This design comes from an exercise in tuning for small area and a short achievable clock period on the open sky130 flow, not from production work.
At most, simulation tests tie the RTL to the original design; equivalence was not proved.
No functional check of the RTL was part of runs 1, 2, 4 and 5.
No activity file was given, so power comes from the tool's default toggle rates.

==> design/flow/design.v <==
package	RVS192_user_parameters;
	parameter	ICACHE_LINE = 128;				 
	parameter	ICACHE_WAY = 2;
	parameter	DCACHE_LINE = 32;				 
	parameter	DCACHE_WAY = 4;
	parameter 	DCACHE_WB_DEPTH = 10;
	parameter	L2_CACHE_LINE = 64;
	parameter 	L2_CACHE_WAY = 8;
	parameter 	L2_CACHE_WB_DEPTH = 16;
	parameter	GSHARE_GPT_INDEX = 5;
	parameter 	LOCAL_LPT_INDEX = 5;
	parameter 	LOCAL_LHT_INDEX = 5;
	parameter 	BTB_INDEX = 3;
	parameter 	BTB_TAG_LENGTH = 30-BTB_INDEX;
endpackage
package	RVS192_package;
	parameter	CACHE_BLOCK_SIZE = 64;
	parameter	GSHARE_HISTORY_LENGTH = 5;
	parameter 	LOCAL_HISTORY_LENGTH = 5;
	parameter 	PC_LENGTH = 32;
	parameter 	INST_LENGTH = 32;	
	parameter	DATA_LENGTH = 32;
	parameter 	CONTROL_LENGTH = 21;
	parameter 	CONTROL_ADDR_LENGTH = 9;
	parameter 	BYTE_OFFSET = 2;
	parameter	WORD_OFFSET = $clog2(CACHE_BLOCK_SIZE/4);
	parameter	MEM_LINE = 2**11;		 
	parameter 	REGISTER_FILE_DEPTH = 32;
endpackage
import RVS192_package::*;
	typedef	enum logic [3:0]	{
		ADD = 4'b0000,
		SUB = 4'b0001,
		LUI = 4'b0010,
		SLL = 4'b0100,
		SRL = 4'b0101,
		SRA = 4'b0110,
		OR = 4'b1000,
		AND = 4'b1001,
		XOR = 4'b1010,
		USC = 4'b1100,
		SC = 4'b1101	
	}	alu_op_type;
	typedef enum logic [1:0]	{
		EQUAL = 2'b00,
		N_EQUAL = 2'b01,
		LT = 2'b10,
		GE = 2'b11
	}	branch_kind_type;
	typedef enum logic [2:0]	{
		B = 3'b000,
		H = 3'b001,
		W = 3'b010,
		BU = 3'b011,
		HU = 3'b100
	}	mem_type;
	typedef enum logic [4:0]	{
		LUI_TYPE = 5'b01101,
		AUIPC_TYPE = 5'b00101,
		JAL_TYPE = 5'b11011,
		JALR_TYPE = 5'b11001,
		B_TYPE = 5'b11000,
		L_TYPE = 5'b00000,
		S_TYPE = 5'b01000,
		I_TYPE = 5'b00100,
		R_TYPE = 5'b01100
	}	op_type;
	typedef struct packed	{
		logic 	[6:0]		imm_op;
		logic 	[4:0]		s2_reg;		
		logic 	[4:0]		s1_reg;
		logic 	[2:0]		op3;
		logic 	[4:0]		des_reg;
		op_type				op5;
		logic 	[1:0]		redundant;
	}	i_extract_type;
	typedef struct packed	{
		logic										wb_sel;
		logic										reg_wen;
	}	control_type_wb;
	typedef struct packed	{
		logic 										cpu_write;
		logic 										cpu_read;	
		mem_type									mem_gen;
		control_type_wb								control_wb;
	}	control_type_mem;
	typedef struct packed	{
		alu_op_type									alu_op;
		logic 										jal;
		logic 										jalr;
		logic 										alu_in1_sel;
		logic 										alu_in2_sel;
		logic 										branch_capture;
		branch_kind_type							branch_kind;
		logic 	[DATA_LENGTH-1:0]					imm_dec;
		control_type_mem							control_mem;
	}	control_type_ex;
		typedef struct packed	{
			logic	[1:0]								GBP_predict;
			logic 	[1:0] 								LBP_predict;
			logic	[1:0]								CPT_predict;
			logic 	[GSHARE_HISTORY_LENGTH-1:0]			GBHR;
			logic 	[LOCAL_HISTORY_LENGTH-1:0]			LBHR;
			logic 										branch_take;
			logic 	[PC_LENGTH-1:0]						target;		 
		}	br_check_type;
		typedef struct packed	{
			logic	[1:0]								GBP_predict_update;
			logic 	[1:0] 								LBP_predict_update;
			logic 	[1:0]								CPT_predict_update;
			logic 	[GSHARE_HISTORY_LENGTH-1:0]			GBHR_old;
			logic 	[LOCAL_HISTORY_LENGTH-1:0]			LBHR_old;	
			logic 										update;
			logic 										wrong;
			logic 										actual;			
		}	br_update_type;
	typedef	struct packed	{
		logic 										update;
		logic 	[INST_LENGTH-1:0]					w1_update;
		logic 	[INST_LENGTH-1:0]					w2_update;
		logic	[ $clog2(CACHE_BLOCK_SIZE/4)-2:0]	addr_update;
	}	cache_update_type;
	typedef struct packed	{
		logic	[PC_LENGTH-1:0]		pc;
		br_check_type 				br_check;
		logic 	[INST_LENGTH-1:0]	inst;
	}	pp_fetch_dec_type;
	typedef struct packed	{
		logic	[PC_LENGTH-1:0]		pc;
		br_check_type 				br_check;	
		logic 	[4:0]				rs1;
		logic 	[4:0]				rs2;	
		logic 	[4:0]				rd;
		logic 	[DATA_LENGTH-1:0]	rs1_out;
		logic 	[DATA_LENGTH-1:0]	rs2_out;
		control_type_ex				control_signals;		
	}	pp_dec_ex_type;
	typedef	struct packed	{
		logic	[4:0]				rd;
		logic 	[DATA_LENGTH-1:0]	alu_out;
		logic 	[DATA_LENGTH-1:0]	rs2_out_fix;
		control_type_mem			control_signals;
	}	pp_ex_mem_type;
	typedef struct packed	{
		logic 	[4:0]				rd;
		logic 	[DATA_LENGTH-1:0]	alu_out;
		logic 	[DATA_LENGTH-1:0]	mem_out;
		control_type_wb				control_signals;
	}	pp_mem_wb_type;
module 	rvs192_core
(
	input 					clk,
							rst_n,
	output	logic	[31:0]	imem_addr,
	input 			[31:0]	imem_rdata,
	input 					imem_stall,
	output	logic	[31:0]	dmem_addr,
							dmem_wdata,
	output	logic	[2:0]	dmem_size,
	output	logic			dmem_read,
							dmem_write,
	input 			[31:0]	dmem_rdata,
	input 					dmem_stall
);
	localparam	[1:0]	S_F = 2'd0, S_E1 = 2'd1, S_M = 2'd2, S_E2 = 2'd3;
	logic	[4:0]	cnt;
	logic	[1:0]	st;
	logic	[31:2]	ir;
	logic	[31:0]	pc, A, D;
	logic			ok, cX, cY, eqf, cond, sgn, rd_f, wr_f;
	logic	[4:0]	shamt;
	logic	[2:0]	sz;
	wire	k0 = (cnt == 5'd0);
	wire	k31 = (cnt == 5'd31);
	wire	k2 = (cnt == 5'd2);
	wire	inF = (st == S_F);
	wire	inE1 = (st == S_E1);
	wire	inM = (st == S_M);
	wire	inE2 = (st == S_E2);
	wire	[4:0]	op = ir[6:2];
	wire	[2:0]	f3 = ir[14:12];
	wire	isLUI = (op == 5'b01101);
	wire	isAUIPC = (op == 5'b00101);
	wire	isJAL = (op == 5'b11011);
	wire	isJALR = (op == 5'b11001);
	wire	isBR = (op == 5'b11000);
	wire	isLD = (op == 5'b00000);
	wire	isST = (op == 5'b01000);
	wire	isOPI = (op == 5'b00100);
	wire	isOP = (op == 5'b01100);
	wire	isALU = isOP || isOPI;
	wire	isSLT = isALU && (f3[2:1] == 2'b01);
	wire	isSLL = isALU && (f3 == 3'b001);
	wire	isCMP = isBR || isSLT;
	wire	imm32 = (ir[31:20] == 12'h020);		 
	logic	[31:0]	imm;
	always_comb begin
		if(isST)
			imm = {{20{ir[31]}}, ir[31:25], ir[11:7]};
		else if(isBR)
			imm = {{20{ir[31]}}, ir[7], ir[30:25], ir[11:8], 1'b0};
		else if(isLUI || isAUIPC)
			imm = {ir[31:12], 12'b0};
		else if(isJAL)
			imm = {{12{ir[31]}}, ir[19:12], ir[20], ir[30:21], 1'b0};
		else
			imm = {{20{ir[31]}}, ir[31:20]};
	end
	logic	immb;
	always_ff @(posedge clk)
		immb <= imm[cnt + 5'd1];
	logic	[31:0]	q1;
	logic			wbit, rf_we, wbit_d, we_d, rs1b, rs2b;
	assign	q1[0] = 1'b0;
	genvar g;
	generate
		for(g = 1; g < 32; g++)
		begin: rf
			logic	[31:0]	r;
			always_ff @(posedge clk)
				r <= {r[0], (we_d && (ir[11:7] == g)) ? wbit_d : r[31], r[30:1]};
			assign	q1[g] = r[1];
		end
	endgenerate
	always_ff @(posedge clk)
	begin
		rs1b <= q1[ir[19:15]];
		rs2b <= q1[ir[24:20]];
		wbit_d <= wbit;
		we_d <= rf_we;
	end
	wire	abit = (isJAL || isAUIPC) ? pc[0] : rs1b;
	wire	bsrc = (isOP || isBR) ? rs2b : immb;
	wire	bx = bsrc ^ isCMP;
	wire	xcin = k0 ? isCMP : cX;
	wire	xs = abit ^ bx ^ xcin;
	wire	xc = (abit & bx) | (abit & xcin) | (bx & xcin);
	wire	eq_all = eqf && (abit == bsrc);
	wire	lt_u = !xc;
	wire	lt_s = !((!abit & bsrc) | (!abit & xcin) | (bsrc & xcin));
	logic	cmpres;
	always_comb begin
		if(isBR)
			case(f3)
			3'b001:	cmpres = !eq_all;
			3'b100:	cmpres = lt_s;
			3'b101:	cmpres = !lt_s;
			default: cmpres = eq_all;
			endcase
		else if(!f3[0])
			cmpres = lt_s;
		else
			cmpres = (abit && bsrc) ? (!lt_u && !eq_all) : lt_u;
	end
	wire	yb = (inE2 && cond) ? immb : k2;
	wire	ycin = k0 ? 1'b0 : cY;
	wire	ys = pc[0] ^ yb ^ ycin;
	wire	yc = (pc[0] & yb) | (pc[0] & ycin) | (yb & ycin);
	logic	alub;
	always_comb begin
		case(f3)
		3'b100:	alub = abit ^ bsrc;
		3'b110:	alub = abit | bsrc;
		3'b111:	alub = abit & bsrc;
		3'b101:	alub = (isOPI && imm32) ? 1'b0 : xs;
		default: alub = xs;
		endcase
	end
	wire	lim8 = (f3[1:0] == 2'b00) && (isLD || !f3[2]);
	wire	lim16 = (f3[1:0] == 2'b01) && (isLD || !f3[2]);
	wire	sgnd = !(isLD && f3[2]);
	wire	ebit = isLD ? D[0] : rs2b;
	wire	hi = (lim8 && (cnt[4:3] != 2'b00)) || (lim16 && cnt[4]);
	wire	extb = hi ? (sgnd && sgn) : ebit;
	logic	[31:0]	drev;
	always_comb begin
		drev[0] = D[0];
		for(int j = 1; j < 32; j++)
			drev[j] = D[32-j];
	end
	wire	sllb = (cnt >= shamt) && !cond && drev[shamt];
	always_comb begin
		rf_we = 1'b0;
		wbit = 1'b0;
		if(inE1)
		begin
			rf_we = isLUI || isAUIPC || isJAL || isJALR || (isALU && !isSLT && !isSLL);
			if(isLUI)
				wbit = immb;
			else if(isAUIPC)
				wbit = xs;
			else if(isJAL || isJALR)
				wbit = ys;
			else
				wbit = alub;
		end
		else if(inE2)
		begin
			rf_we = isLD || isSLT || isSLL;
			if(isLD)
				wbit = extb;
			else if(isSLT)
				wbit = k0 && cond;
			else
				wbit = sllb;
		end
	end
	wire	mdone = k0 ? !dmem_stall : ok;
	wire	mem_next = (inE1 && (isLD || isST)) || (inM && !mdone);
	always_ff @(posedge clk or negedge rst_n)
	begin
		if(!rst_n)
		begin
			cnt <= 5'd0;
			st <= S_F;
			rd_f <= 1'b0;
			wr_f <= 1'b0;
		end
		else
		begin
			cnt <= cnt + 5'd1;
			if(k31)
			begin
				rd_f <= mem_next && isLD;
				wr_f <= mem_next && isST;
				case(st)
				S_F:	st <= ok ? S_E1 : S_F;
				S_E1:	st <= (isLD || isST) ? S_M : ((isBR || isSLT || isSLL) ? S_E2 : S_F);
				S_M:	st <= ok ? (isLD ? S_E2 : S_F) : S_M;
				default: st <= S_F;
				endcase
			end
			else if(k0)
			begin
				rd_f <= 1'b0;
				wr_f <= 1'b0;
			end
		end
	end
	always_ff @(posedge clk)
	begin
		if(k0)
			ok <= inF ? !imem_stall : !dmem_stall;
		if(inF && k0)
			ir <= imem_rdata[31:2];
		cX <= xc;
		cY <= yc;
		eqf <= (k0 || eqf) && (abit == bsrc);
		if(inE1 && isSLL)
			cond <= (!k0 && cond) || ((cnt >= 5'd5) && bsrc);
		else if(inE1 && k31)
			cond <= cmpres;
		if(inE1 && isSLL && (cnt < 5'd5))
			shamt <= {bsrc, shamt[4:1]};
		if((lim8 && cnt == 5'd7) || (lim16 && cnt == 5'd15))
			sgn <= ebit;
		if(inM && k0 && isLD)
			D <= {dmem_rdata[0], dmem_rdata[31:1]};
		else
			D <= {inE1 ? (isST ? extb : rs1b) : D[0], D[31:1]};
		if(f3 == 3'b000)
			sz <= 3'd0;
		else if(f3 == 3'b001)
			sz <= 3'd1;
		else if(isLD && f3 == 3'b100)
			sz <= 3'd3;
		else if(isLD && f3 == 3'b101)
			sz <= 3'd4;
		else
			sz <= 3'd2;
	end
	logic	pcn, an;
	always_comb begin
		pcn = pc[0];
		an = A[0];
		if(inE1)
		begin
			pcn = (isJAL || isJALR) ? xs : (isBR ? pc[0] : ys);
			an = (isLD || isST || isJAL || isJALR) ? xs : ys;
		end
		else if(inM)
			an = mdone ? pc[0] : A[0];
		else if(inE2 && isBR)
		begin
			pcn = ys;
			an = ys;
		end
	end
	always_ff @(posedge clk or negedge rst_n)
	begin
		if(!rst_n)
		begin
			pc <= 32'h0000_0ffc;
			A <= 32'h0000_0ffc;
		end
		else
		begin
			pc <= {pcn, pc[31:1]};
			A <= {an, A[31:1]};
		end
	end
	assign	imem_addr = A;
	assign	dmem_addr = A;
	assign	dmem_wdata = D;
	assign	dmem_size = sz;
	assign	dmem_read = rd_f;
	assign	dmem_write = wr_f;
endmodule
==> design/flow/run.sh <==
#!/bin/bash
# synth_recipe.tcl (not shown) runs the flow's synth.tcl, then flattens the netlist and writes it again
# the make line also repeats each setting of config.mk as NAME=value (left out here)
make -C /OpenROAD-flow-scripts/flow DESIGN_CONFIG=/design/flow/config.mk WORK_HOME=/design/flow/orfs CLKGATE_MAP_FILE= SYNTH_SCRIPT=/design/flow/synth_recipe.tcl finish
==> design/flow/config.mk <==
export PLATFORM = sky130hd
export DESIGN_NAME = rvs192_core
export DESIGN_NICKNAME = rvs192_core
export VERILOG_FILES = /design/flow/design.v
export SDC_FILE = /design/flow/constraint.sdc
export NUM_CORES = 4
export LEC_CHECK = 0
export CAP_MARGIN = 20
export CORE_MARGIN = 2
export CORE_UTILIZATION = 40
export PLACE_DENSITY = 0.6
export SLEW_MARGIN = 20
==> design/flow/constraint.sdc <==
create_clock -name core_clock -period 12.0 [get_ports {clk}]
set_input_delay 2.4000 -clock core_clock [delete_from_list [all_inputs] [get_ports {clk}]]
set_output_delay 2.4000 -clock core_clock [all_outputs]
set_load 0.01 [all_outputs]
==> flow_summary.ini, run 1 <==
[clocking]
cts_sinks = 1146
tritoncts = built
cts-hold-fix-buffers = 0
cts_setup_buffers = 0
cts-resized-gates = 0
numCtsBuffers = 102
cts_max_path_buffers = 3
clock-root-buffer = clkbuf_16
clkLatencyLatePin_ns = 0.65
htreeDepth = 3
clkTransAtPathRegs_ns = 0.06

[power_and_ir_drop]
seqPwrFrac = 0.540
power_density_nw_per_um2 = 212.1
p_leak_nw = 13.26
clkPwrFrac = 0.456
p_sw_w = 0.001360
power_frac_comb = 0.004
p_int_w = 0.005723
vdd_drop_max_v = 0.0001352
swShare = 0.1921

[sta]
fin_crit_ns = 4.163
fin_setup_tns_ns = 0
rsz0062_at_grt = no
skew_ns = 0.01891
fmax_mhz = 240.2
drv_slew = 0
setup_viol = 0
slew_headroom = 0.3855
final_hold_viol_count = 0
finalCritPeriodShare = 0.3469
worst_slew_pin_slew_ns = 0.9217

[finish]
fillCellCount = 5642
syn_to_final_growth_pct = 21.37
fin_nets = 1924
layout-drive-gt1-share = 0.1542
layoutNonFillerInstCount = 2810
utilization = 0.4886

[drt]
avgRoutedWirePerCell_um = 15.45
finalWirelength_um = 43420
detail_route.vias_per_cell = 4.272
drc = 0
drt_iter0_drc = 604
ant_nets = 0
drt_pass1_iterations = 5
dr_total_vias = 12000

[synth]
synth_nets = 1719
netlist_area_um2 = 27510
yosysMostFrequentCell = dfxtp_1
async_flop_share = 0.06370
yosys-top-cells-count = dfxtp_1, mux2_2, dfrtp_1
yosysTopAreaCellShare = 0.7531
syn-instance-count = 1635
synth_area_per_cell_um2 = 16.83
synth_seq_cells = 1146
synth_flop_cell = dfxtp_1
ys_warn_count = 1
ys_top_cells_by_area = dfxtp_1, dfrtp_1, edfxtp_1
synth-seq-area-share = 0.8619
synth_top_area_cell = dfxtp_1
synth_edf_count = 38
synth.distinct_cells = 68

[critical_path]
cpLargestDelayFamily = buffers and inverters
slowest_delay_ns = 0.61
required_ns = 9.60
path_buf_inv = 1
arrival_ns = 1.76
crit_chain = clkdlybuf4s50_1
crit_path_max_fanout = 5
start_kind = register
end_kind = primary output
path_class = register to primary output
slowest_stage = clkdlybuf4s50_1

[place]
place_hpwl_um = 27140
place.gp.congestion = 0.8224
numPortBuffers = 166
place_inst = 2618

[floorplanning]
dieArea_um2 = 70890
io_pins = 169
core_area_um2 = 68350
die_h_um = 266.3
die_w_um = 266.3
rows = 96
start_util = 0.4026

[global_routing]
grt_pass1_vias = 12080
grt_overflow_total = 0
grt_pass1_wl_um = 67650
gr-usage-all-layers = 0.1241
antenna_found_initial = 2
grt_max_degree = 74

[outcome]
status = complete, no violations

[min_path]
hold_class = register to register

[run]
drv_cap = 0
## final timing paths
kind / startpoint / end / slack [ns] / cells after the start
setup / recovery: D[0] / dmem_wdata[0] / 7.84 / 1
hold / removal: rf[13].r[15] / rf[13].r[14] / 0.31 / 0
setup reg to reg: cnt[0] / cond / 8.03 / 13
hold reg to reg: rf[13].r[15] / rf[13].r[14] / 0.31 / 0
max in group asynchronous: rst_n / pc[1] / 9.43 / 2
min in group asynchronous: rst_n / cnt[0] / 1.97 / 2
## cell families (layout without fill, tap and decap cells)
family                     count (synthesis)  after routing  synth area share
buffers and inverters                     91            382           0.01787
other                                      0              2                 0
DFF                                     1146           1146            0.8619
adders and majority gates                 16             16          0.007822
and+or+nand+nor                          167            167           0.03047
muxes                                    113            113           0.05662
AOI/OAI and AO/OA                         98             98           0.02406
xor gates and xnor gates                   4              4          0.001274
## registers in the layout (all words and copies together) (netlist names), 2 cells and up
signal	flops
shamt	5
st	2
ir	30
D	32
pc	32
rf.r	992
sz	3
cnt	5
A	32
## layer usage
| layer | vias up | track usage | share of wire |
|---|---|---|---|
| met3 | 101 | 0.03142 | 0.058 |
| met4 | 0 | 0.05087 | 0.031 |
| met1 | 5766 | 0.1724 | 0.48 |
| li1 | 5820 | - | - |
| met5 | - | 0 | 0 |
| met2 | 316 | 0.1851 | 0.43 |
## power groups by stage
stage	clock network, W	logic [W]	registers (W)
after floorplan	0	0.000000264	0.00391
after global placement	0	0.0000280	0.00391
after detailed placement	0	0.0000280	0.00391
after CTS	0.00333	0.0000287	0.00383
after global routing	0.00348	0.0000303	0.00382
final	0.00323	0.0000278	0.00383
## layout by cell type (no fill, tap or decap), types with 5 or more instances in the layout
cell | netlist | routed
a21oi_1 | 16 | 16
o211ai_1 | 7 | 7
clkdlybuf4s50_1 | 0 | 165
a31oi_1 | 5 | 5
o21ai_0 | 21 | 21
nor3_1 | 17 | 16
mux4_2 | 27 | 27
clkbuf_16 | 0 | 105
dfstp_2 | 20 | 20
nor2b_1 | 9 | 9
mux2_2 | 70 | 70
o31ai_1 | 5 | 5
nor2_1 | 39 | 39
inv_1 | 21 | 21
mux2i_1 | 15 | 15
clkbuf_1 | 21 | 20
nand2b_1 | 12 | 12
o21a_1 | 5 | 5
clkbuf_8 | 0 | 24
dfxtp_1 | 1035 | 1034
clkinv_2 | 0 | 15
nand2_1 | 44 | 44
ha_1 | 14 | 14
bufinv_16 | 0 | 5
dfrtp_1 | 53 | 53
edfxtp_1 | 38 | 38
clkinvlp_4 | 0 | 6
and3_1 | 5 | 5
nand3_1 | 14 | 14
nor4_1 | 5 | 5
a21o_1 | 6 | 6
## area by class of cell
cell class              instances  area, um2  share of cell area
clock inverters                41      446.7             0.01338
repair buffers                170       1687             0.05051
diodes                          2      5.005           0.0001499
well taps                     882       1104             0.03305
multi-input cells             398       3319             0.09941
flip-flops and latches       1146      23710              0.7102
clock buffers                 149       3033             0.09083
inverters                      22      82.58            0.002473
## per-stage QoR
step | instance area, um2 | hold WS, ns | setup WS, ns | power (W)
3_3_place_gp | 29900 | 0.3099 | 8.053 | 0.003939
3_5_place_dp | 29900 | 0.3121 | 8.052 | 0.003939
2_1_floorplan | 27510 | 0.3096 | 8.322 | 0.003911
5_1_grt | 33390 | 0.3114 | 7.693 | 0.007334
4_1_cts | 33380 | 0.3095 | 7.776 | 0.007182
6_report | 33390 | 0.3082 | 7.837 | 0.007083
==> inputs of run 2 (changes only) <==
--- a/design/flow/config.mk
+++ b/design/flow/config.mk
@@ -10,2 +10,4 @@
 export CORE_UTILIZATION = 40
+export CTS_BUF_LIST = sky130_fd_sc_hd__clkbuf_4 sky130_fd_sc_hd__clkbuf_8
+export CTS_CLUSTER_SIZE = 30
 export PLACE_DENSITY = 0.6
==> flow_summary.ini, run 2 <==
[clocking]
clkLatencyLatePin_ns = 0.79
clkTransAtPathRegs_ns = 0.06
cts-hold-fix-buffers = 0
cts_max_path_buffers = 3
htreeDepth = 4
cts-resized-gates = 0
cts_setup_buffers = 0
tritoncts = built
clock-root-buffer = clkbuf_8
cts_sinks = 1146
numCtsBuffers = 163

[critical_path]
slowest_stage = clkdlybuf4s50_1
path_class = register to primary output
required_ns = 9.60
crit_chain = clkdlybuf4s50_1
path_buf_inv = 1
r2r_cells = 13
end_kind = primary output
crit_path_max_fanout = 5
start_kind = register
cp.depth = 1
cpLargestDelayFamily = buffers and inverters
slowest_delay_ns = 0.61
arrival_ns = 1.91

[floorplanning]
die_w_um = 266.3
core_area_um2 = 68350
die_h_um = 266.3
dieArea_um2 = 70890
rows = 96
start_util = 0.4026
io_pins = 169

[power_and_ir_drop]
p_leak_nw = 13.38
power_frac_comb = 0.004
p_sw_w = 0.001367
p_int_w = 0.005555
seqPwrFrac = 0.553
vdd_drop_max_v = 0.0001247
total_power_w = 0.006922
power_density_nw_per_um2 = 207.7
swShare = 0.1974
clkPwrFrac = 0.443

[synth]
synth-seq-area-share = 0.8619
synth_seq_cells = 1146
ys_warn_count = 1
yosysMostFrequentCell = dfxtp_1
synth_nets = 1719
netlist_area_um2 = 27510
synth_flop_cell = dfxtp_1
yosys-top-cells-count = dfxtp_1, mux2_2, dfrtp_1
ys_top_cells_by_area = dfxtp_1, dfrtp_1, edfxtp_1
synth_top_area_cell = dfxtp_1
syn-instance-count = 1635
yosysTopAreaCellShare = 0.7531
synth_area_per_cell_um2 = 16.83
synth_edf_count = 38
synth.distinct_cells = 68
async_flop_share = 0.06370

[finish]
syn_to_final_growth_pct = 21.12
max_flop_register = rf.r
layout-drive-gt1-share = 0.2030
layout_common_cells = dfxtp_1, clkbuf_8, clkdlybuf4s50_1, mux2_2, clkbuf_4
largest_reg_flops = 992
fin_nets = 1985
fillCellCount = 5679
final_common_cell = dfxtp_1

[global_routing]
gr-usage-all-layers = 0.1272
grt_overflow_total = 0
grt_max_degree = 74
antenna_found_initial = 2
grt_pass1_vias = 12520
grt_pass1_wl_um = 68680

[sta]
final_hold_viol_count = 0
slew_headroom = 0.3843
fin_setup_tns_ns = 0
whs_ns = 0.3028
skew_ns = 0.03219
setup_viol = 0
rsz0062_at_grt = no
fmax_mhz = 232.2
drv_slew = 0
fin_crit_ns = 4.307
worst_slew_pin_slew_ns = 0.9235
finalCritPeriodShare = 0.3589

[min_path]
hold_class = register to register
hold_path_depth = 0

[drt]
dr_total_vias = 12300
drt_pass1_iterations = 5
avgRoutedWirePerCell_um = 15.15
drc = 0
drt_iter0_drc = 553
detail_route.vias_per_cell = 4.241
ant_nets = 0
finalWirelength_um = 43930

[outcome]
status = complete, no violations

[place]
place.gp.congestion = 0.8224
place_hpwl_um = 27140
numPortBuffers = 166

[run]
drv_cap = 0
==> run 2: cell counts after synthesis <==
Identical to the previous run, type by type.
==> run 2: final cells by class <==
class	count	area, um2	area share
Inverter	22	82.58	0.002478
Timing Repair Buffer	170	1687	0.05061
Clock inverter	27	295.3	0.008861
Antenna cell	2	5.005	0.0001502
Multi-Input combinational cell	398	3319	0.09961
Clock buffer	252	3118	0.09356
Sequential cell	1146	23710	0.7116
Tap cell	882	1104	0.03312
==> run 2: metal layers <==
metal,wire length (um),vias up,global-route usage
met5,0,-,0
met4,1322,0,0.07060
met3,2521,103,0.03706
met2,18890,339,0.1845
met1,21190,5892,0.1705
li1,-,5962,-
==> run 2: through the flow <==
stage | area [um2] | instances | utilization | worst slack (ns)
after floorplan | 27510 | 1635 | - | 8.322
after global placement | 29900 | 2618 | 0.4376 | 8.053
after detailed placement | 29900 | 2618 | 0.4376 | 8.052
after CTS | 33320 | 2897 | 0.4875 | 7.573
after global routing | 33320 | 2897 | 0.4875 | 7.622
final | 33320 | 2899 | 0.4876 | 7.693
==> run 2: power by group through the flow <==
| stage | Combinational (W) | Sequential (W) | Clock (W) |
|---|---|---|---|
| after floorplan | 0.000000264 | 0.00391 | 0 |
| after global placement | 0.0000280 | 0.00391 | 0 |
| after detailed placement | 0.0000280 | 0.00391 | 0 |
| after CTS | 0.0000286 | 0.00383 | 0.00318 |
| after global routing | 0.0000302 | 0.00383 | 0.00335 |
| final | 0.0000278 | 0.00383 | 0.00307 |
==> run 2: logic make-up (layout without fill, tap and decap cells) <==
logic type	count (synthesis)	count (layout)	synth area share
mux	113	113	0.05662
fa+ha+maj	16	16	0.007822
flops	1146	1146	0.8619
simple gates	167	167	0.03047
buf+inv	91	471	0.01787
xor+xnor	4	4	0.001274
other cells	0	2	0
compound gates	98	98	0.02406
==> run 2: path summary, 6_finish.rpt <==
check,startpoint,to,slack [ns]
worst max-delay path,D[0],dmem_wdata[0],7.69
worst min-delay path,rf[5].r[6],rf[5].r[5],0.30
worst max register to register,cnt[0],cond,7.98
worst min register to register,rf[5].r[6],rf[5].r[5],0.30
max in group asynchronous,rst_n,pc[16],9.55
min in group asynchronous,rst_n,A[0],1.83
==> inputs of run 3 (changes only) <==
--- a/design/flow/design.v
+++ b/design/flow/design.v
@@ -208,8 +208,6 @@
 	end
-	logic	immb;
-	always_ff @(posedge clk)
-		immb <= imm[cnt + 5'd1];
-	logic	[31:0]	q1;
-	logic			wbit, rf_we, wbit_d, we_d, rs1b, rs2b;
-	assign	q1[0] = 1'b0;
+	wire	immb = imm[cnt];
+	logic	[31:0]	q0;
+	logic			wbit, rf_we;
+	assign	q0[0] = 1'b0;
 	genvar g;
@@ -220,13 +218,8 @@
 			always_ff @(posedge clk)
-				r <= {r[0], (we_d && (ir[11:7] == g)) ? wbit_d : r[31], r[30:1]};
-			assign	q1[g] = r[1];
+				r <= {(rf_we && (ir[11:7] == g)) ? wbit : r[0], r[31:1]};
+			assign	q0[g] = r[0];
 		end
 	endgenerate
-	always_ff @(posedge clk)
-	begin
-		rs1b <= q1[ir[19:15]];
-		rs2b <= q1[ir[24:20]];
-		wbit_d <= wbit;
-		we_d <= rf_we;
-	end
+	wire	rs1b = q0[ir[19:15]];
+	wire	rs2b = q0[ir[24:20]];
 	wire	abit = (isJAL || isAUIPC) ? pc[0] : rs1b;
--- a/design/flow/config.mk
+++ b/design/flow/config.mk
@@ -10,4 +10,2 @@
 export CORE_UTILIZATION = 40
-export CTS_BUF_LIST = sky130_fd_sc_hd__clkbuf_4 sky130_fd_sc_hd__clkbuf_8
-export CTS_CLUSTER_SIZE = 30
 export PLACE_DENSITY = 0.6
==> flow_summary.ini, run 3 <==
[sta]
fin_crit_ns = 5.036
fmax_mhz = 198.6
slew_headroom = 0.3357
whs_ns = 0.3141
skew_ns = 0.02200
final_hold_viol_count = 0
worst_slew_pin_slew_ns = 0.9953
rsz0062_at_grt = no
drv_slew = 0
fin_ws_ns = 6.964
finalCritPeriodShare = 0.4196
fin_setup_tns_ns = 0
setup_viol = 0

[outcome]
status = complete, no violations

[synth]
synth.distinct_cells = 73
yosys-top-cells-count = dfxtp_1, nor2_1, dfrtp_1
async_flop_share = 0.06398
ys_top_cells_by_area = dfxtp_1, dfrtp_1, edfxtp_1
yosysMostFrequentCell = dfxtp_1
synth_edf_count = 38
synth_area_per_cell_um2 = 16.53
synth-seq-area-share = 0.8569
ys_warn_count = 1
synth_flop_cell = dfxtp_1
synth_nets = 1751
synth_seq_cells = 1141
yosysTopAreaCellShare = 0.7483
synth_top_area_cell = dfxtp_1
syn-instance-count = 1667
netlist_area_um2 = 27560

[clocking]
tritoncts = built
clkLatencyLatePin_ns = 0.64
cts_max_path_buffers = 3
cts_sinks = 1141
numCtsBuffers = 100
cts_setup_buffers = 0
cts-resized-gates = 0
clock-root-buffer = clkbuf_16
htreeDepth = 3
cts-hold-fix-buffers = 0
clkTransAtPathRegs_ns = 0.06

[power_and_ir_drop]
clkPwrFrac = 0.447
p_leak_nw = 13.14
p_sw_w = 0.001322
power_frac_comb = 0.004
swShare = 0.1903
total_power_w = 0.006950
vdd_drop_max_v = 0.0001356
p_int_w = 0.005628
seqPwrFrac = 0.548
power_density_nw_per_um2 = 209.2

[critical_path]
required_ns = 12.47
end_kind = register
slowest_stage = nand4bb_1
arrival_ns = 5.51
cpMostUsedCell = o221ai_1
slowest_delay_ns = 0.70
path_class = register to register
start_kind = register
crit_chain = nand4bb_1, a211oi_2, o221ai_1, o22ai_1, or3b_1, nand2_1, xnor2_1, fa_1, o221ai_1, o211ai_1, o311ai_4, buf_4, a41oi_1
crit_path_max_fanout = 31

[floorplanning]
dieArea_um2 = 71010
io_pins = 169
start_util = 0.4032
die_w_um = 266.5
rows = 96
core_area_um2 = 68350
die_h_um = 266.5

[min_path]
hold_class = register to register

[place]
place_area_um2 = 29900
place.gp.congestion = 0.7972
dp_slack_ns = 6.993
place_hpwl_um = 27080
numPortBuffers = 166

[global_routing]
antenna_found_initial = 3
grt_pass1_vias = 12290
gr-usage-all-layers = 0.1216
grt_pass1_wl_um = 67070
grt_overflow_total = 0
grt_max_degree = 74

[run]
drv_cap = 0

[finish]
layout-drive-gt1-share = 0.1346
stdcell_area_um2 = 33220
fin_nets = 1950
largest_reg_flops = 992
final_common_cell = dfxtp_1
syn_to_final_growth_pct = 20.55
layout_common_cells = dfxtp_1, clkdlybuf4s50_1, clkbuf_16, nor2_1, dfrtp_1
max_flop_register = rf.r

[drt]
detail_route.vias_per_cell = 4.299
drt_iter0_drc = 595
drc = 0
avgRoutedWirePerCell_um = 15.16
ant_nets = 0
dr_total_vias = 12170
finalWirelength_um = 42890
drt_pass1_iterations = 5
[run 3: kinds of logic after synthesis]
| logic type | count (synthesis) | share of synthesized area |
|---|---|---|
| adder cells (fa/ha/maj) | 16 | 0.007810 |
| flip-flops | 1141 | 0.8569 |
| AO/OA/AOI/OAI | 133 | 0.03328 |
| XOR/XNOR | 3 | 0.0009537 |
| AND/OR/NAND/NOR | 193 | 0.03596 |
| buffers and inverters | 98 | 0.02021 |
| multiplexers | 83 | 0.04491 |
[run 3: area by class of cell]
cell class | count | area (um2)
inverter | 23 | 86.33
sequential | 1141 | 23610
clock buffer | 146 | 2907
antenna | 2 | 5.005
tap | 882 | 1104
clock inverter | 36 | 399.1
fill | 5743 | 35130
multi-input combinational | 428 | 3403
timing repair buffer | 172 | 1702
[run 3: final timing paths]
| kind | end | from | slack [ns] | cells past startpoint |
|---|---|---|---|---|
| max | rf[13].r[31] | ir[2] | 6.96 | 13 |
| min | rf[28].r[0] | rf[28].r[1] | 0.31 | 0 |
| max reg2reg | rf[13].r[31] | ir[2] | 6.96 | 13 |
| min reg2reg | rf[28].r[0] | rf[28].r[1] | 0.31 | 0 |
| max in group asynchronous | cnt[1] | rst_n | 9.44 | 2 |
| min in group asynchronous | A[27] | rst_n | 1.93 | 2 |
[run 3: layer usage]
metal	share of wire	GRT usage
met1	0.50	0.1694
met5	0.00019	0
met2	0.43	0.1836
met4	0.023	0.04282
met3	0.047	0.03146
[run 3: power by group through the flow]
stage	combinational (W)	clock [W]	sequential [W]
after detailed placement	0.0000290	0	0.00389
after global routing	0.0000309	0.00336	0.00381
after CTS	0.0000294	0.00321	0.00381
after floorplan	0.000000325	0	0.00389
after global placement	0.0000290	0	0.00389
final	0.0000290	0.00311	0.00381
[run 3: metrics by stage]
stage                     std cells  utilization
after floorplan                1667            -
final                          2830       0.4860
after detailed placement       2646       0.4375
after global routing           2828       0.4860
after CTS                      2828       0.4859
after global placement         2646       0.4375
[run 3: critical path: cells and delay by family (launching register included)]
kind,cells,cell delay [ns]
compound gates,7,1.84
xor+xnor,1,0.26
fa+ha+maj,1,0.54
buf+inv,1,0.39
flops,1,0.68
simple gates,3,1.12
==> inputs of run 4 (changes only) <==
--- a/design/flow/design.v
+++ b/design/flow/design.v
@@ -172,5 +172,22 @@
 	logic	[2:0]	sz;
-	wire	k0 = (cnt == 5'd0);
-	wire	k31 = (cnt == 5'd31);
-	wire	k2 = (cnt == 5'd2);
+	logic	k0, k31, k2, k7, k15, ge5, ge8, ge16;
+	always_ff @(posedge clk or negedge rst_n)
+	begin
+		if(!rst_n)
+		begin
+			k0 <= 1'b1;
+			{k31, k2, k7, k15, ge5, ge8, ge16} <= '0;
+		end
+		else
+		begin
+			k0 <= (cnt == 5'd31);
+			k31 <= (cnt == 5'd30);
+			k2 <= (cnt == 5'd1);
+			k7 <= (cnt == 5'd6);
+			k15 <= (cnt == 5'd14);
+			ge5 <= (cnt >= 5'd4) && (cnt != 5'd31);
+			ge8 <= (cnt >= 5'd7) && (cnt != 5'd31);
+			ge16 <= (cnt >= 5'd15) && (cnt != 5'd31);
+		end
+	end
 	wire	inF = (st == S_F);
@@ -208,6 +225,8 @@
 	end
-	wire	immb = imm[cnt];
-	logic	[31:0]	q0;
-	logic			wbit, rf_we;
-	assign	q0[0] = 1'b0;
+	logic	immb;
+	always_ff @(posedge clk)
+		immb <= imm[cnt + 5'd1];
+	logic	[31:0]	q1;
+	logic			wbit, rf_we, wbit_d, we_d, rs1b, rs2b;
+	assign	q1[0] = 1'b0;
 	genvar g;
@@ -218,8 +237,13 @@
 			always_ff @(posedge clk)
-				r <= {(rf_we && (ir[11:7] == g)) ? wbit : r[0], r[31:1]};
-			assign	q0[g] = r[0];
+				r <= {r[0], (we_d && (ir[11:7] == g)) ? wbit_d : r[31], r[30:1]};
+			assign	q1[g] = r[1];
 		end
 	endgenerate
-	wire	rs1b = q0[ir[19:15]];
-	wire	rs2b = q0[ir[24:20]];
+	always_ff @(posedge clk)
+	begin
+		rs1b <= q1[ir[19:15]];
+		rs2b <= q1[ir[24:20]];
+		wbit_d <= wbit;
+		we_d <= rf_we;
+	end
 	wire	abit = (isJAL || isAUIPC) ? pc[0] : rs1b;
@@ -265,3 +289,3 @@
 	wire	ebit = isLD ? D[0] : rs2b;
-	wire	hi = (lim8 && (cnt[4:3] != 2'b00)) || (lim16 && cnt[4]);
+	wire	hi = (lim8 && ge8) || (lim16 && ge16);
 	wire	extb = hi ? (sgnd && sgn) : ebit;
@@ -342,8 +366,8 @@
 		if(inE1 && isSLL)
-			cond <= (!k0 && cond) || ((cnt >= 5'd5) && bsrc);
+			cond <= (!k0 && cond) || (ge5 && bsrc);
 		else if(inE1 && k31)
 			cond <= cmpres;
-		if(inE1 && isSLL && (cnt < 5'd5))
+		if(inE1 && isSLL && !ge5)
 			shamt <= {bsrc, shamt[4:1]};
-		if((lim8 && cnt == 5'd7) || (lim16 && cnt == 5'd15))
+		if((lim8 && k7) || (lim16 && k15))
 			sgn <= ebit;
@@ -366,3 +390,3 @@
 	always_comb begin
-		pcn = pc[0];
+		pcn = inF ? A[0] : pc[0];
 		an = A[0];
@@ -384,12 +408,8 @@
 		if(!rst_n)
-		begin
-			pc <= 32'h0000_0ffc;
 			A <= 32'h0000_0ffc;
-		end
 		else
-		begin
-			pc <= {pcn, pc[31:1]};
 			A <= {an, A[31:1]};
-		end
 	end
+	always_ff @(posedge clk)
+		pc <= {pcn, pc[31:1]};
 	assign	imem_addr = A;
==> flow_summary.ini, run 4 <==
[outcome]
status = complete, no violations

[synth]
synth-seq-area-share = 0.8622
syn-instance-count = 1630
synth.distinct_cells = 61
yosys-top-cells-count = dfxtp_1, mux2_2, nor2_1
ys_top_cells_by_area = dfxtp_1, edfxtp_1, dfrtp_1
yosysMostFrequentCell = dfxtp_1
synth_top_area_cell = dfxtp_1
synth_nets = 1713
synth_edf_count = 38
ys_warn_count = 1
async_flop_share = 0.04246
synth_area_per_cell_um2 = 16.89
synth_flop_cell = dfxtp_1
synth_seq_cells = 1154
netlist_area_um2 = 27540
yosysTopAreaCellShare = 0.7757

[floorplanning]
die_w_um = 266.4
rows = 96
start_util = 0.4029
dieArea_um2 = 70960
die_h_um = 266.4
io_pins = 169
core_area_um2 = 68350

[critical_path]
r2r_cells = 7
required_ns = 9.60
cpLargestDelayFamily = flip-flops
crit_chain = clkdlybuf4s50_1
end_kind = primary output
reg2reg_to = pc[31]
path_class = register to primary output
arrival_ns = 1.75
reg2reg_from = ir[5]
slowest_stage = dfstp_2
start_kind = register
path_buf_inv = 1
startpoint = A[2]
crit_path_max_fanout = 3
ff2ff_setup_slack_ns = 8.42
slowest_delay_ns = 0.55

[clocking]
cts-resized-gates = 0
tritoncts = built
numCtsBuffers = 102
cts_max_path_buffers = 3
cts-hold-fix-buffers = 0
clkTransAtPathRegs_ns = 0.07
cts_sinks = 1154
htreeDepth = 3
clock-root-buffer = clkbuf_16
cts_setup_buffers = 0
clkLatencyLatePin_ns = 0.67

[drt]
drc = 0
dr_total_vias = 11970
finalWirelength_um = 43150
avgRoutedWirePerCell_um = 15.36
drt_iter0_drc = 525
ant_nets = 0
detail_route.vias_per_cell = 4.260
drt_pass1_iterations = 4

[sta]
fmax_mhz = 241.1
final_hold_viol_count = 0
setup_viol = 0
fin_crit_ns = 4.147
drv_slew = 0
slew_headroom = 0.4253
worst_slew_pin_slew_ns = 0.8501
finalCritPeriodShare = 0.3456
skew_ns = 0.04335
rsz0062_at_grt = no
fin_setup_tns_ns = 0

[place]
place_hpwl_um = 26860
numPortBuffers = 166
place.gp.congestion = 0.8070

[finish]
multi_input_area_um2 = 3327
max_flop_register = rf.r
fin_nets = 1922
layout-drive-gt1-share = 0.1501
fillCellCount = 5643
regArea_um2 = 23740
syn_to_final_growth_pct = 21.31
layout_common_cells = dfxtp_1, clkdlybuf4s50_1, clkbuf_16, mux2_2, nor2_1
largest_reg_flops = 992
final_common_cell = dfxtp_1

[min_path]
hold_class = register to register
hold_path_depth = 0
min_to = rf[18].r[18]
worstHoldStart = rf[18].r[19]

[global_routing]
gr-usage-all-layers = 0.1223
grt_overflow_total = 0
grt_max_degree = 50
grt_pass1_vias = 12160
antenna_found_initial = 3
grt_pass1_wl_um = 67290

[power_and_ir_drop]
p_leak_nw = 13.22
total_power_w = 0.007075
power_density_nw_per_um2 = 211.8
vdd_drop_max_v = 0.0001305

[run]
drv_cap = 0
run 4: layer usage:
layer	up-vias	share of wire	global-route usage	wire (um)
met5	-	0.00030	0	13
met2	325	0.44	0.1850	18930
met3	101	0.061	0.03570	2644
li1	5795	-	-	-
met1	5742	0.47	0.1655	20400
met4	2	0.027	0.04783	1161
run 4: final cells by class:
| cell class | count | area share |
|---|---|---|
| multi-input cells | 391 | 0.09960 |
| clock buffers | 154 | 0.09008 |
| clock inverters | 36 | 0.01345 |
| well taps | 882 | 0.03304 |
| repair buffers | 171 | 0.05079 |
| inverters | 19 | 0.002135 |
| flip-flops and latches | 1154 | 0.7108 |
| diodes | 2 | 0.0001498 |
run 4: power by group:
group          total [W]  internal (W)  switching [W]
logic          0.0000257     0.0000185     0.00000719
registers        0.00385       0.00385   0.0000000193
clock network    0.00320       0.00182        0.00137
run 4: per-stage QoR:
| stage | hold WS [ns] | util | worst slack, ns | instance area [um2] | cells |
|---|---|---|---|---|---|
| 6_report | 0.2849 | 0.4888 | 7.853 | 33400 | 2809 |
| 5_1_grt | 0.2928 | 0.4887 | 7.780 | 33400 | 2807 |
| 4_1_cts | 0.2922 | 0.4885 | 7.791 | 33390 | 2806 |
| 3_5_place_dp | 0.3121 | 0.4379 | 8.426 | 29930 | 2616 |
| 3_3_place_gp | 0.3097 | 0.4379 | 8.329 | 29930 | 2616 |
| 2_1_floorplan | 0.3096 | - | 8.770 | 27540 | 1630 |
run 4: worst max-delay path by stage:
stage | cells after the start | endpoint | slack, ns
final | 1 | dmem_addr[2] | 7.85
after global routing | 1 | dmem_addr[2] | 7.78
after CTS | 1 | dmem_addr[2] | 7.79
after detailed placement | 11 | wbit_d | 8.43
after global placement | 11 | wbit_d | 8.33
after floorplan | 2 | ir[10] | 8.77
run 4: kinds of logic after synthesis:
| logic type | share of synthesized area |
|---|---|
| fa+ha+maj | 0.007361 |
| simple gates | 0.02999 |
| mux | 0.06034 |
| buf+inv | 0.01718 |
| compound gates | 0.02104 |
| flops | 0.8622 |
| xor+xnor | 0.001909 |
run 4: worst reg2reg max path: cells and delay by family (launching register included):
kind	cells	cell delay (ns)
DFF	1	0.61
AOI/OAI and AO/OA	3	0.84
muxes	1	0.68
adders and majority gates	1	0.64
and+or+nand+nor	2	0.59
==> inputs of run 5 (changes only) <==
==> design/flow/flow/run.sh (new file) <==
#!/bin/bash
# Standard layout (the standard.sh: standard synthesis, floorplan, power grid,
# placement, CTS, routing) with two changes:
#  - port buffers are buf_2 cells instead of the default delay buffer;
#  - timing repair aims for setup slack of SETUP_MARGIN ns at the design's
#    clock period, so the repair steps work on the paths that set the achieved
#    period (the constraints themselves are unchanged).
set -euo pipefail
SETUP_MARGIN=${SETUP_MARGIN:-8.5}
bash standard.sh "SETUP_SLACK_MARGIN=${SETUP_MARGIN}" \
  "BUFFER_PORTS_ARGS=-buffer_cell sky130_fd_sc_hd__buf_2" \
  finish > make_finish.log 2>&1
==> design/flow/standard.sh (new file) <==
#!/bin/bash
# synth_recipe.tcl (not shown) runs the flow's synth.tcl, then flattens the netlist and writes it again
# the make line also repeats each setting of config.mk as NAME=value (left out here)
make -C /OpenROAD-flow-scripts/flow DESIGN_CONFIG=/design/flow/config.mk WORK_HOME=/design/flow/orfs CLKGATE_MAP_FILE= SYNTH_SCRIPT=/design/flow/synth_recipe.tcl "${@:-finish}"
removed: design/flow/run.sh
==> flow_summary.ini, run 5 <==
[outcome]
status = complete, no violations

[drt]
drt_pass1_iterations = 5
drt_iter0_drc = 731
finalWirelength_um = 43630
ant_nets = 0
dr_total_vias = 12340
detail_route.vias_per_cell = 4.295
avgRoutedWirePerCell_um = 15.19
drc = 0

[power_and_ir_drop]
swShare = 0.1933
p_sw_w = 0.001402
vdd_drop_max_v = 0.0001230
power_density_nw_per_um2 = 215.2
p_int_w = 0.005853
p_leak_nw = 13.87
power_frac_comb = 0.002
seqPwrFrac = 0.531
clkPwrFrac = 0.467

[global_routing]
gr-usage-all-layers = 0.1235
grt_overflow_total = 0
grt_pass1_wl_um = 68300
antenna_found_initial = 3
grt_pass1_vias = 12630
grt_max_degree = 50

[sta]
worst_slew_pin_slew_ns = 1.014
slew_headroom = 0.3202
fmax_mhz = 268.9
fin_ws_ns = 8.281
fin_setup_tns_ns = 0
rsz0062_at_grt = yes
setup_viol = 0
final_hold_viol_count = 0
fin_crit_ns = 3.719
skew_ns = 0.06022
whs_ns = 0.2800
drv_slew = 0
finalCritPeriodShare = 0.3099

[clocking]
clkTransAtPathRegs_ns = 0.06
tritoncts = built
cts_sinks = 1154
clkLatencyLatePin_ns = 0.67
htreeDepth = 3
clock-root-buffer = clkbuf_16
numCtsBuffers = 103
cts_max_path_buffers = 3
cts-hold-fix-buffers = 0

[synth]
ys_top_cells_by_area = dfxtp_1, edfxtp_1, dfrtp_1
synth.distinct_cells = 61
async_flop_share = 0.04246
synth_nets = 1713
syn-instance-count = 1630
synth-seq-area-share = 0.8622
synth_top_area_cell = dfxtp_1
synth_flop_cell = dfxtp_1
synth_area_per_cell_um2 = 16.89
ys_warn_count = 1
yosysTopAreaCellShare = 0.7757
yosysMostFrequentCell = dfxtp_1
synth_edf_count = 38
netlist_area_um2 = 27540
yosys-top-cells-count = dfxtp_1, mux2_2, nor2_1
synth_seq_cells = 1154

[critical_path]
start_kind = register
crit_chain = buf_6
required_ns = 9.60
cpLargestDelayFamily = flip-flops
arrival_ns = 1.32
crit_path_max_fanout = 3
end_kind = primary output
slowest_delay_ns = 0.59
path_buf_inv = 1
slowest_stage = dfstp_2
path_class = register to primary output

[place]
numPortBuffers = 166
dp_slack_ns = 8.464
place.gp.congestion = 0.8136
place_inst = 2616
place_hpwl_um = 25860

[floorplanning]
die_h_um = 266.4
die_w_um = 266.4
dieArea_um2 = 70960
core_area_um2 = 68350
rows = 96
start_util = 0.4029
io_pins = 169

[run]
drv_cap = 0

[finish]
syn_to_final_growth_pct = 22.45
layoutNonFillerInstCount = 2872
layout-drive-gt1-share = 0.2827
max_flop_register = rf.r
layout_common_cells = dfxtp_1, clkbuf_16, buf_2, mux2_2, buf_4
utilization = 0.4934
fin_nets = 1984
largest_reg_flops = 992
final_common_cell = dfxtp_1

[min_path]
hold_class = register to register
run 5: layout make-up:
class	instances	area (um2)
sequential	1154	23790
fill	5558	34630
multi-input combinational	391	3346
inverter	19	71.32
antenna	2	5.005
clock buffer	137	2877
timing repair buffer	232	1735
clock inverter	55	792.0
tap	882	1104
run 5: routing by layer:
metal | track usage | up-vias | share of wire
met5 | 0 | - | 0
met4 | 0.04601 | 0 | 0.021
met3 | 0.03017 | 82 | 0.058
met2 | 0.1917 | 350 | 0.45
met1 | 0.1677 | 5967 | 0.47
li1 | - | 5936 | -
run 5: through the flow:
| step | total power (W) | instance area (um2) |
|---|---|---|
| CTS | 0.007349 | 33530 |
| global placement | 0.003952 | 29100 |
| global route | 0.007515 | 33710 |
| detailed placement | 0.003952 | 29100 |
| finish | 0.007255 | 33720 |
| floorplan | 0.003937 | 27540 |
run 5: path summary, 6_finish.rpt:
kind	to	cells after the start	start	slack [ns]
setup / recovery	dmem_addr[9]	1	A[9]	8.28
hold / removal	rf[14].r[3]	0	rf[14].r[4]	0.28
setup reg to reg	pc[31]	9	ir[6]	8.74
hold reg to reg	rf[14].r[3]	0	rf[14].r[4]	0.28
max in group asynchronous	A[0]	1	rst_n	9.73
min in group asynchronous	A[29]	1	rst_n	1.77
run 5: cell families after synthesis:
kind of cell	Yosys count	synth area share
AOI/OAI and AO/OA	88	0.02104
DFF	1154	0.8622
xor gates and xnor gates	6	0.001909
adders and majority gates	15	0.007361
buffers and inverters	85	0.01718
and+or+nand+nor	166	0.02999
muxes	116	0.06034
run 5: worst reg2reg max path, stage by stage (launching register included):
cell	delay (ns)
edfxtp_1	0.61
nor4b_1	0.38
buf_4	0.20
nand3_1	0.18
a21oi_1	0.26
nor2_1	0.08
fa_1	0.56
nor2_1	0.15
a21oi_1	0.05
a221oi_1	0.58
run 5: timing repair:
| item | 4_1_cts | 5_1_grt |
|---|---|---|
| buffers inserted | 51 | 11 |
| resized for setup | 88 | 17 |
| endpoints found under the setup margin | 101 | 103 |
run 5: power groups by stage:
stage | clock (W) | sequential (W) | combinational (W)
finish | 0.00339 | 0.00385 | 0.0000156
global route | 0.00365 | 0.00385 | 0.0000173
CTS | 0.00348 | 0.00385 | 0.0000156
detailed placement | 0 | 0.00394 | 0.0000151
global placement | 0 | 0.00394 | 0.0000150
floorplan | 0 | 0.00394 | 0.000000211
==> inputs of run 6 (changes only) <==
--- a/design/flow/design.v
+++ b/design/flow/design.v
@@ -405,3 +405,3 @@
 	end
-	always_ff @(posedge clk or negedge rst_n)
+	always_ff @(posedge clk)
 	begin
--- a/design/flow/flow/run.sh
+++ b/design/flow/flow/run.sh
@@ -8,3 +8,3 @@
 set -euo pipefail
-SETUP_MARGIN=${SETUP_MARGIN:-8.5}
+SETUP_MARGIN=${SETUP_MARGIN:-8.6}
 bash standard.sh "SETUP_SLACK_MARGIN=${SETUP_MARGIN}" \
--- a/design/flow/config.mk
+++ b/design/flow/config.mk
@@ -9,4 +9,4 @@
 export CORE_MARGIN = 2
-export CORE_UTILIZATION = 40
-export PLACE_DENSITY = 0.6
+export CORE_UTILIZATION = 70
+export PLACE_DENSITY = 0.8
 export SLEW_MARGIN = 20
==> flow_summary.ini, run 6 <==
[floorplanning]
io_pins = 169
dieArea_um2 = 41070
rows = 72
start_util = 0.7114
core_area_um2 = 38830
die_w_um = 202.7
die_h_um = 202.7

[sta]
fin_ws_ns = 8.411
skew_ns = 0.02878
setup_viol = 0
worst_slew_pin_slew_ns = 1.135
fin_setup_tns_ns = 0
rsz0062_at_grt = yes
fmax_mhz = 278.6
final_hold_viol_count = 0
slew_headroom = 0.2424
finalCritPeriodShare = 0.2991
fin_crit_ns = 3.589
drv_slew = 0

[drt]
drt_iter0_drc = 1214
dr_total_vias = 13690
detail_route.vias_per_cell = 5.427
finalWirelength_um = 61480
ant_nets = 0
drc = 0
drt_pass1_iterations = 8
avgRoutedWirePerCell_um = 24.38

[global_routing]
grt_max_degree = 50
gr-usage-all-layers = 0.2977
grt_pass1_wl_um = 90420
grt_pass1_vias = 14460
grt_overflow_total = 0
antenna_found_initial = 6

[synth]
ys_warn_count = 1
synth_nets = 1755
synth_area_per_cell_um2 = 16.52
netlist_area_um2 = 27620
yosys-top-cells-count = dfxtp_1, mux2_2, nand2_1
synth_flop_cell = dfxtp_1
synth_top_area_cell = dfxtp_1
syn-instance-count = 1672
synth.distinct_cells = 69
synth_edf_count = 38
ys_top_cells_by_area = dfxtp_1, edfxtp_1, mux2_2
yosysTopAreaCellShare = 0.7965
yosysMostFrequentCell = dfxtp_1
synth-seq-area-share = 0.8532
synth_seq_cells = 1154
async_flop_share = 0.01473

[finish]
syn_to_final_growth_pct = 21.64
final_common_cell = dfxtp_1
layout_common_cells = dfxtp_1, clkbuf_16, buf_6, mux2_2, buf_2
fin_nets = 2004
largest_reg_flops = 992
layout-drive-gt1-share = 0.2871
max_flop_register = rf.r

[critical_path]
slowest_stage = dfrtp_1
end_kind = primary output
startpoint = rd_f
path_class = register to primary output
r2r_cells = 11
required_ns = 9.60
start_kind = register
reg2reg_to = wbit_d
cpLargestDelayFamily = flip-flops
crit_chain = buf_2
path_buf_inv = 1
slowest_delay_ns = 0.42
arrival_ns = 1.19
ff2ff_setup_slack_ns = 8.72
reg2reg_from = ir[2]
crit_path_max_fanout = 2

[place]
place.gp.congestion = 0.8650
numPortBuffers = 166
dp_slack_ns = 8.472
place_hpwl_um = 27640

[min_path]
min_to = rf[6].r[20]
worstHoldStart = rf[6].r[21]
hold_class = register to register
hold_path_depth = 0

[clocking]
tritoncts = built
clkLatencyLatePin_ns = 0.64
cts_max_path_buffers = 3
cts_sinks = 1154
clkTransAtPathRegs_ns = 0.09
clock-root-buffer = clkbuf_16
numCtsBuffers = 97
htreeDepth = 3

[outcome]
status = complete, no violations

[run]
drv_cap = 0

[power_and_ir_drop]
p_leak_nw = 13.83
vdd_drop_max_v = 0.0001918
power_density_nw_per_um2 = 222.7
[run 6: how the worst max path moves through the flow]
stage               slack [ns]  cells after the start   endpoint
floorplan                 8.81                      5      A[31]
global placement          8.50                     10     wbit_d
detailed placement        8.47                      3      A[31]
CTS                       8.43                      1  dmem_read
global route              8.39                      1  dmem_read
finish                    8.41                      1  dmem_read
[run 6: routing by layer]
| metal | GRT usage | part of all wire | up-vias |
|---|---|---|---|
| met3 | 0.06244 | 0.077 | 250 |
| met1 | 0.3631 | 0.37 | 6623 |
| met5 | 0 | 0.00023 | - |
| met2 | 0.5205 | 0.51 | 793 |
| li1 | - | - | 6016 |
| met4 | 0.1186 | 0.048 | 4 |
[run 6: through the flow]
stage	util	hold WS, ns	cell area, um2	cells	total power, W
after floorplan	-	0.3096	27620	1672	0.003951
after global placement	0.7387	0.3105	28680	2283	0.003967
after detailed placement	0.7387	0.3121	28680	2283	0.003968
after CTS	0.8605	0.3080	33410	2503	0.007513
after global routing	0.8653	0.3159	33600	2521	0.007656
final	0.8654	0.3083	33600	2522	0.007483
[run 6: worst register-to-register path, delay by kind of cell (launching register included)]
kind                       cells  cell delay, ns
AOI/OAI and AO/OA              5            0.98
buffers and inverters          2            0.29
DFF                            1            0.49
and+or+nand+nor                3            0.80
adders and majority gates      1            0.60
[run 6: cell type report]
type                       instances  area [um2]
clock inverter                    44       798.3
clock buffer                     137        2924
multi-input combinational        427        3570
inverter                          16       60.06
fill                            1408        5226
sequential                      1154       23710
timing repair buffer             225        1887
tap                              518       648.1
antenna                            1       2.502
[run 6: where the power goes]
group          internal, W  switching [W]
Clock              0.00214        0.00145
Sequential         0.00385     0.00000507
Combinational    0.0000152      0.0000155
[run 6: logic make-up (layout without fill, tap and decap cells)]
logic type / count (synthesis) / in the layout / share of synthesized area
AO/OA/AOI/OAI: 94 / 94 / 0.02229
XOR/XNOR: 4 / 4 / 0.001269
adder cells (fa/ha/maj): 15 / 15 / 0.007338
buffers and inverters: 91 / 422 / 0.01798
flip-flops: 1154 / 1154 / 0.8532
multiplexers: 112 / 112 / 0.05748
other: 0 / 1 / 0
AND/OR/NAND/NOR: 202 / 202 / 0.04040
[run 6: what timing repair did]
| item | CTS | global route |
|---|---|---|
| endpoints found under the setup margin | 103 | 103 |
| hold buffers | 0 | 0 |
| resized for setup | 172 | 20 |
| pin swaps | 0 | 0 |
| buffers inserted | 39 | 18 |
==> inputs of run 7 (changes only) <==
--- a/design/flow/config.mk
+++ b/design/flow/config.mk
@@ -10,2 +10,4 @@
 export CORE_UTILIZATION = 70
+export CTS_CLUSTER_DIAMETER = 60
+export CTS_CLUSTER_SIZE = 25
 export PLACE_DENSITY = 0.8
==> flow_summary.ini, run 7 <==
[outcome]
status = complete, no violations

[floorplanning]
die_w_um = 202.7
core_area_um2 = 38830
io_pins = 169
die_h_um = 202.7
rows = 72
dieArea_um2 = 41070
start_util = 0.7114

[global_routing]
gr-usage-all-layers = 0.2531
grt_overflow_total = 0
grt_pass1_vias = 13110
grt_pass1_wl_um = 77760
grt_max_degree = 50
antenna_found_initial = 3

[critical_path]
crit_chain = buf_2
path_buf_inv = 1
startpoint = wr_f
path_class = register to primary output
required_ns = 9.60
cpLargestDelayFamily = flip-flops
ff2ff_setup_slack_ns = 8.74
reg2reg_from = ir[5]
start_kind = register
end_kind = primary output
slowest_stage = dfrtp_1
arrival_ns = 1.18
slowest_delay_ns = 0.41
crit_path_max_fanout = 2

[synth]
syn-instance-count = 1672
synth_top_area_cell = dfxtp_1
synth_edf_count = 38
netlist_area_um2 = 27620
yosys-top-cells-count = dfxtp_1, mux2_2, nand2_1
ys_warn_count = 1
yosysTopAreaCellShare = 0.7965
synth_nets = 1755
yosysMostFrequentCell = dfxtp_1
async_flop_share = 0.01473
synth_flop_cell = dfxtp_1
synth_seq_cells = 1154
synth.distinct_cells = 69
synth_area_per_cell_um2 = 16.52
synth-seq-area-share = 0.8532
ys_top_cells_by_area = dfxtp_1, edfxtp_1, mux2_2

[power_and_ir_drop]
power_density_nw_per_um2 = 187.5
total_power_w = 0.005883
p_leak_nw = 12.73
vdd_drop_max_v = 0.0001480

[finish]
fin_nets = 1957
syn_to_final_growth_pct = 13.59
stdcell_area_um2 = 31380
max_flop_register = rf.r
layout-drive-gt1-share = 0.2468
layout_common_cells = dfxtp_1, buf_6, mux2_2, buf_2, clkbuf_16
final_common_cell = dfxtp_1
largest_reg_flops = 992

[clocking]
tritoncts = built
clock-root-buffer = clkbuf_16
clkTransAtPathRegs_ns = 0.10
numCtsBuffers = 54
cts_max_path_buffers = 3
clkLatencyLatePin_ns = 0.63
cts_sinks = 1154
cts-hold-fix-buffers = 0
htreeDepth = 2

[min_path]
worstHoldStart = rf[12].r[16]
hold_class = register to register

[sta]
fin_crit_ns = 3.582
fin_ws_ns = 8.418
finalCritPeriodShare = 0.2985
whs_ns = 0.3249
rsz0062_at_grt = yes
drv_slew = 0
fin_setup_tns_ns = 0
worst_slew_pin_slew_ns = 0.9220
setup_viol = 0
final_hold_viol_count = 0
slew_headroom = 0.3853
skew_ns = 0.01661
fmax_mhz = 279.1

[drt]
finalWirelength_um = 51830
met2_length_um = 26440
drt_iter0_drc = 797
top_layer_used = met5
detail_route.vias_per_cell = 5.222
ant_nets = 0
avgRoutedWirePerCell_um = 21.53
dr_total_vias = 12570
drt_pass1_iterations = 6
wl_met1_um = 20740
route.met3.wl_um = 3347
drc = 0

[place]
place.gp.congestion = 0.8650
numPortBuffers = 166
place_area_um2 = 28680
dp_slack_ns = 8.472
place_hpwl_um = 27640

[run]
drv_cap = 0
-- run 7: what timing repair did --
item | in CTS | in global routing
pin swaps | 0 | 0
buffers inserted | 37 | 16
resized for setup | 172 | 20
setup endpoints to repair | 103 | 103
-- run 7: worst paths after layout --
kind	to	depth (start not counted)
max in group asynchronous	k2	1
max	dmem_write	1
min reg2reg	rf[12].r[15]	0
min in group asynchronous	cnt[0]	1
max reg2reg	wbit_d	10
min	rf[12].r[15]	0
-- run 7: cells by family after synthesis --
logic type               count (synthesis)  synth area share
flip-flops                            1154            0.8532
AND/OR/NAND/NOR                        202           0.04040
adder cells (fa/ha/maj)                 15          0.007338
multiplexers                           112           0.05748
AO/OA/AOI/OAI                           94           0.02229
XOR/XNOR                                 4          0.001269
buffers and inverters                   91           0.01798
-- run 7: routing by layer --
layer,global-route usage,vias to the layer above
met5,0,-
met4,0.07351,2
met2,0.4443,515
li1,-,5862
met3,0.04831,112
met1,0.3222,6078
-- run 7: final cells by class --
class / count / area [um2]
inverters: 16 / 60.06
diodes: 1 / 2.502
clock buffers: 61 / 1399
fillers: 1862 / 7450
repair buffers: 221 / 1863
well taps: 518 / 648.1
multi-input cells: 427 / 3570
clock inverters: 9 / 116.4
flip-flops and latches: 1154 / 23720
-- run 7: metrics by stage --
step | instances | util
after floorplan | 1672 | -
after global placement | 2283 | 0.7387
final | 2407 | 0.8081
after global routing | 2406 | 0.8081
after CTS | 2390 | 0.8032
after detailed placement | 2283 | 0.7387
-- run 7: report_power, final --
group / total [W] / switching, W / internal (W)
Clock: 0.00200 / 0.00115 / 0.000849
Combinational: 0.0000303 / 0.0000150 / 0.0000153
Sequential: 0.00385 / 0.00000461 / 0.00385
Total: 0.00588 / 0.00117 / 0.00471
==> inputs of run 8 (changes only) <==
--- a/design/flow/flow/run.sh
+++ b/design/flow/flow/run.sh
@@ -8,5 +8,5 @@
 set -euo pipefail
-SETUP_MARGIN=${SETUP_MARGIN:-8.6}
+SETUP_MARGIN=${SETUP_MARGIN:-8.45}
 bash standard.sh "SETUP_SLACK_MARGIN=${SETUP_MARGIN}" \
-  "BUFFER_PORTS_ARGS=-buffer_cell sky130_fd_sc_hd__buf_2" \
+  "BUFFER_PORTS_ARGS=-buffer_cell sky130_fd_sc_hd__buf_1" \
   finish > make_finish.log 2>&1
==> flow_summary.ini, run 8 <==
[drt]
detail_route.vias_per_cell = 5.106
ant_nets = 0
dr_total_vias = 12130
drt_iter0_drc = 772
drt_pass1_iterations = 5
finalWirelength_um = 48690
drc = 0
avgRoutedWirePerCell_um = 20.49

[finish]
syn_to_final_growth_pct = 10.82
layout-drive-gt1-share = 0.1919
fin_nets = 1923
layout_common_cells = dfxtp_1, mux2_2, buf_1, buf_2, clkbuf_16
final_common_cell = dfxtp_1
utilization = 0.7884
fillCellCount = 2021
largest_reg_flops = 992
max_flop_register = rf.r

[sta]
slew_headroom = 0.2941
drv_slew = 0
fin_crit_ns = 3.593
fin_setup_tns_ns = 0
final_hold_viol_count = 0
fmax_mhz = 278.3
rsz0062_at_grt = yes
worst_slew_pin_slew_ns = 1.057
finalCritPeriodShare = 0.2994
setup_viol = 0
skew_ns = 0.02249

[synth]
synth_area_per_cell_um2 = 16.52
yosysTopAreaCellShare = 0.7965
synth.distinct_cells = 69
ys_top_cells_by_area = dfxtp_1, edfxtp_1, mux2_2
yosys-top-cells-count = dfxtp_1, mux2_2, nand2_1
yosysMostFrequentCell = dfxtp_1
syn-instance-count = 1672
synth-seq-area-share = 0.8532
async_flop_share = 0.01473
synth_nets = 1755
synth_edf_count = 38
synth_seq_cells = 1154
synth_flop_cell = dfxtp_1
ys_warn_count = 1
netlist_area_um2 = 27620
synth_top_area_cell = dfxtp_1

[power_and_ir_drop]
p_leak_nw = 12.30
vdd_drop_max_v = 0.0001648
power_density_nw_per_um2 = 193.7

[clocking]
cts_max_path_buffers = 3
numCtsBuffers = 54
tritoncts = built
clkLatencyLatePin_ns = 0.63
cts_sinks = 1154
cts-hold-fix-buffers = 0
htreeDepth = 2
clkTransAtPathRegs_ns = 0.10
clock-root-buffer = clkbuf_16

[min_path]
hold_class = register to register

[outcome]
status = complete, no violations

[critical_path]
path_buf_inv = 1
start_kind = register
slowest_stage = dfrtp_1
slowest_delay_ns = 0.41
crit_chain = buf_2
cpLargestDelayFamily = flip-flops
arrival_ns = 1.19
crit_path_max_fanout = 2
end_kind = primary output
required_ns = 9.60
path_class = register to primary output

[floorplanning]
dieArea_um2 = 41070
die_h_um = 202.7
start_util = 0.7114
rows = 72
io_pins = 169
core_area_um2 = 38830
die_w_um = 202.7

[global_routing]
grt_max_degree = 50
grt_overflow_total = 0
grt_pass1_wl_um = 74130
gr-usage-all-layers = 0.2398
grt_pass1_vias = 12670
antenna_found_initial = 3

[place]
place.gp.congestion = 0.8615
numPortBuffers = 166
place_hpwl_um = 27390

[run]
drv_cap = 0
[run 8: cell count changes in the layout (fill, tap and decap cells not counted), sizes merged]
cell,previous run,this run
inv,21,19
clkinvlp,0,1
clkinv,4,2
buf,221,185
diode,1,3
bufinv,0,1
clkbuf,61,66
[run 8: kinds of logic (layout without fill, tap and decap cells)]
logic type                 Yosys count  count (layout)  synth area share
xor gates and xnor gates             4               4          0.001269
muxes                              112             112           0.05748
buffers and inverters               91             274           0.01798
and+or+nand+nor                    202             202           0.04040
adders and majority gates           15              15          0.007338
other                                0               3                 0
DFF                               1154            1154            0.8532
AOI/OAI and AO/OA                   94              94           0.02229
[run 8: path summary, 6_finish.rpt]
check,endpoint,cells past startpoint,start,slack [ns]
hold reg to reg,pc[27],0,pc[28],0.32
setup / recovery,dmem_write,1,wr_f,8.41
min in group asynchronous,wr_f,1,rst_n,1.91
hold / removal,pc[27],0,pc[28],0.32
max in group asynchronous,rd_f,1,rst_n,9.48
setup reg to reg,wbit_d,10,ir[2],8.54
[run 8: per-layer routing]
| metal | global-route usage | up-vias | wire length (um) |
|---|---|---|---|
| met3 | 0.03804 | 88 | 2572 |
| met5 | 0 | - | 11 |
| li1 | - | 5788 | - |
| met4 | 0.08394 | 2 | 1409 |
| met1 | 0.3146 | 5856 | 20520 |
| met2 | 0.4097 | 399 | 24170 |
[run 8: report_power, final]
group | internal, W | switching (W)
combinational | 0.0000106 | 0.0000130
sequential | 0.00385 | 0.00000381
clock | 0.000885 | 0.00117
[run 8: repair_timing]
item,4_1_cts,5_1_grt
setup buffers,10,9
endpoints found under the setup margin,98,45
gates cloned,0,0
gates resized for setup,165,39
[run 8: area by class of cell]
class                           instances  area [um2]  share of cell area
Tap cell                              518       648.1             0.02117
Timing Repair Buffer                  187        1097             0.03585
Clock buffer                           64        1431             0.04676
Antenna cell                            3       7.507           0.0002452
Multi-Input combinational cell        427        3561              0.1163
Clock inverter                          7       136.4            0.004455
Sequential cell                      1154       23670              0.7732
Inverter                               16       60.06            0.001962
[run 8: per-stage QoR]
step / total power, W / hold slack [ns] / worst slack [ns] / area [um2] / instances
after global routing: 0.006087 / 0.3295 / 8.377 / 30600 / 2373
final: 0.005928 / 0.3213 / 8.407 / 30610 / 2376
after global placement: 0.003964 / 0.3100 / 8.443 / 28470 / 2283
after detailed placement: 0.003964 / 0.3121 / 8.371 / 28470 / 2283
after CTS: 0.005957 / 0.3260 / 8.414 / 30400 / 2364
after floorplan: 0.003951 / 0.3096 / 8.810 / 27620 / 1672
